This is an optimization exercise on Yosys and OpenROAD, whose aim is small area, a short achievable clock period and few clock cycles per item, not a production implementation.
In this exercise RTL edits were held to simulation tests only and were not proved equivalent to the original.

== v20 ==
// md5
module md5(
      input clk,
      input reset_n,
      input start,
      input [63:0] password,
      output reg done,
      output [127:0] passwd_hash
      );
Size: ~2,900 cells after synthesis, ~150 flip-flops, ~200 I/O pins.
make LEC_CHECK=0 ABC_AREA=1 CAP_MARGIN=20 CORE_MARGIN=2 CORE_UTILIZATION=40 SLEW_MARGIN=20 finish   # period 11.0 ns
run.sh (not shown) runs the stock make flow with config.mk's settings and CLKGATE_MAP_FILE= SYNTH_SCRIPT=/design/flow/synth_recipe.tcl, a recipe that flattens the netlist after the stock synthesis.
Testbench counts of v20, summed over its fixed seeds: cycles 13,056, hashes 192.
For v23, these inputs were changed with respect to v20:
Settings: CORE_UTILIZATION now 45, was 40.
==> flow/flow/run.sh (new file) <==
#!/bin/bash
set -euo pipefail
bash standard.sh \
  "BUFFER_PORTS_ARGS=-buffer_cell sky130_fd_sc_hd__buf_1" \
  SETUP_SLACK_MARGIN=5 \
  finish > make_finish.log 2>&1
==> flow/standard.sh (new file) <==
#!/bin/bash
# synth_recipe.tcl (not shown) runs the flow's synth.tcl, then flattens the netlist and writes it again
# the make line also repeats each setting of config.mk as NAME=value (left out here)
make -C /OpenROAD-flow-scripts/flow DESIGN_CONFIG=/design/flow/config.mk WORK_HOME=/design/flow/orfs CLKGATE_MAP_FILE= SYNTH_SCRIPT=/design/flow/synth_recipe.tcl "${@:-finish}"
removed: flow/run.sh
--- outcome ---
- v23: PASS, flow complete, no timing, DRC or antenna violations
- v20 ended with every stage complete and zero timing, DRC or antenna violations.
- Looking only at synthesis-to-layout area growth, and setting everything else aside, the higher value of v23 and v20 goes to v20.
- Diff v20 -> v23: clock period minus final worst setup slack decreased 1190 ps, total setup buffers inserted after CTS increased 12.
Edits applied to the flow inputs when going from v23 to v50:
Settings: setting SETUP_SLACK_MARGIN to 5 for the first time.
==> flow/run.sh (new file) <==
#!/bin/bash
# synth_recipe.tcl (not shown) runs the flow's synth.tcl, then flattens the netlist and writes it again
# the make line also repeats each setting of config.mk as NAME=value (left out here)
make -C /OpenROAD-flow-scripts/flow DESIGN_CONFIG=/design/flow/config.mk WORK_HOME=/design/flow/orfs CLKGATE_MAP_FILE= SYNTH_SCRIPT=/design/flow/synth_recipe.tcl finish
removed: flow/flow/run.sh
removed: flow/standard.sh
--- outcome ---
In summary, v50 completed successfully, with a layout that passed the timing, design-rule and antenna checks.
From v23 to v50 the numbers moved as follows: share of final-layout standard cells stronger than drive strength 1 moved down; number of clock buffers in the layout shows a reduction of 3; logic depth of the worst setup path including buffers higher; number of nets in the finished design down 0.59%.

* * *

Setup of v10:
Another version of the RTL of md5 (not shown whole).
Size in the first run: roughly 200 I/O pins, ~18000 sq um of cells after synthesis.
Design md5, start of the top module:
module md5(
      input clk,
      input reset_n,
      input start,
      input [63:0] password,
      output reg done,
      output [127:0] passwd_hash
      );
==> flow/config.mk <==
export PLATFORM = sky130hd
export DESIGN_NAME = md5
export DESIGN_NICKNAME = md5
export VERILOG_FILES = /design/flow/design.v
export SDC_FILE = /design/flow/constraint.sdc
export NUM_CORES = 4
export LEC_CHECK = 0
export ABC_AREA = 1
export CAP_MARGIN = 20
export CORE_MARGIN = 2
export CORE_UTILIZATION = 45
export CTS_BUF_LIST = sky130_fd_sc_hd__clkbuf_8
export CTS_CLUSTER_SIZE = 25
export SLEW_MARGIN = 20
==> flow/constraint.sdc <==
create_clock -name core_clock -period 11.0 [get_ports {clk}]
set_input_delay 2.2000 -clock core_clock [delete_from_list [all_inputs] [get_ports {clk}]]
set_output_delay 2.2000 -clock core_clock [all_outputs]
set_load 0.01 [all_outputs]
standard.sh (not shown) runs the stock make flow with config.mk's settings and CLKGATE_MAP_FILE= SYNTH_SCRIPT=/design/flow/synth_recipe.tcl, a recipe that flattens the netlist after the stock synthesis.
==> flow/flow/run.sh <==
#!/bin/bash
set -euo pipefail
bash standard.sh \
  "BUFFER_PORTS_ARGS=-buffer_cell sky130_fd_sc_hd__buf_1" \
  SETUP_SLACK_MARGIN=6 \
  finish > make_finish.log 2>&1
Testbench counts of v10, summed over its fixed seeds: cycles 13,056, hashes 192.
Edits applied to the flow inputs when going from v10 to v36:
-- flow/config.mk --
<<< v10, line 11
export CORE_UTILIZATION = 45
export CTS_BUF_LIST = sky130_fd_sc_hd__clkbuf_8
export CTS_CLUSTER_SIZE = 25
export SLEW_MARGIN = 20
>>> v36, line 11
export CORE_UTILIZATION = 45
export SLEW_MARGIN = 20
==> summary.txt <==
Changes observed in v36 relative to v10: maximum clock rate has decreased, met2 usage picked up an extra 1.8 points, worst endpoint required time saw a decrease.
Of v36 and v10, the run reporting the lower number of cells upsized or downsized after cts was v36.
Total number of H-tree levels down 1 in v36 wrt v10
Going from v10 to v36, worst-margin pin slew now sits higher; number of standard cells in the layout, taps in and fillers out saw a decrease; post-synth design cell area comparable.
Per the comparison of v36 with v10, number of clock-tree buffers in the layout lower; data-path buffer share of cell area in the final layout flat.
Relative to v36, the following input files were edited for v46:
-- flow/config.mk --
<<< v36, line 10
export CORE_MARGIN = 2
export CORE_UTILIZATION = 45
export SLEW_MARGIN = 20
>>> v46, line 10
export CORE_MARGIN = 2
export CORE_UTILIZATION = 55
export CTS_BUF_LIST = sky130_fd_sc_hd__clkbuf_8
export CTS_CLUSTER_SIZE = 25
export SLEW_MARGIN = 20
==> summary.txt <==
- The layout clock buffer count in v46 was higher than what v36 gave.
- Against v36, non-clock buffer count in v46 rose by a little under 10%.
- v46 -> v36: sequential share of cell area flat
- Against v36, v46 comes in 6.5 points higher on post-route fraction of the period consumed by the critical path.
- Diff v36 -> v46: first-pass GRT wire length shows an increase of about 4.4%, worst setup margin dropped 0.71 ns, number of violations reported at the end of detailed-routing iteration 0 has increased.
- In v46 the final-stage net count turned out about 0.9% higher than in v36.
- The run with more routed wire is v46, not v36.
- The core of v46 is more densely filled than that of v36.
Modified inputs, v17 compared to v46
==> flow/flow/run.sh <==
#!/bin/bash
set -euo pipefail
bash standard.sh \
  "BUFFER_PORTS_ARGS=-buffer_cell sky130_fd_sc_hd__buf_1" \
  SETUP_SLACK_MARGIN=6.5 \
  finish > make_finish.log 2>&1
-- flow/config.mk --
<<< v46, line 10
export CORE_MARGIN = 2
export CORE_UTILIZATION = 55
export CTS_BUF_LIST = sky130_fd_sc_hd__clkbuf_8
export CTS_CLUSTER_SIZE = 25
export SLEW_MARGIN = 20
>>> v17, line 10
export CORE_MARGIN = 2
export CORE_UTILIZATION = 45
export SLEW_MARGIN = 20
[summary]
v17 vs. v46: detailed-route via count saw a decrease; count of clock-buffer cells in the layout fell 24%; number of inserted filler cells in the final layout climbed 1017.
The endpoint of the worst setup timing path comes out b[23]$_SDFF_PP1_ in one run and b[24]$_SDFF_PP1_ in the other, namely in v17 and v46 respectively.
On first-pass GRT wire length, v17 does worse than v46.
Going from v46 to v17, cell area after placement +0.56%; count of buffering cells on the critical path with inverters included rose 21.

[afterwards: timing with drivers on the ports]
The results above use ideal ports. As a check the final layouts listed here were re-extracted and re-timed, cells and wires unchanged. Step 1 (the two cells are an assumption about what drives the block):
set clk [get_ports {clk}]
set_driving_cell -lib_cell sky130_fd_sc_hd__clkbuf_16 $clk
set_driving_cell -lib_cell sky130_fd_sc_hd__buf_2 [delete_from_list [all_inputs] $clk]
Step 2, shift: input delay + t, output delay - t, t = (earliest + latest rising clock arrival at the registers) / 2. This alone moves slack from input paths to output paths. Three values: ideal, step 1, step 2; two values: the first two.
| run | t, ns | setup WS [ns] | clock arrival spread, ns |
|---|---|---|---|
| v20 | 0.526 | 3.943 / 3.943 / 3.943 | 0.019 / 0.019 |
| v23 | 0.518 | 5.137 / 5.137 / 5.137 | 0.018 / 0.018 |
| v50 | 0.515 | 5.178 / 5.178 / 5.108 | 0.018 / 0.018 |
| v10 | 0.670 | 6.084 / 6.084 / 5.901 | 0.048 / 0.048 |
| v36 | 0.594 | 6.056 / 6.056 / 5.954 | 0.029 / 0.028 |
| v46 | 0.622 | 5.342 / 5.342 / 5.342 | 0.033 / 0.034 |
| v17 | 0.606 | 6.305 / 6.305 / 6.018 | 0.020 / 0.020 |
After both steps every run listed still meets setup and hold. For v17, which loses most, drivers alone change the setup slack by 0.000 ns; drivers and shift together by -0.287 ns.
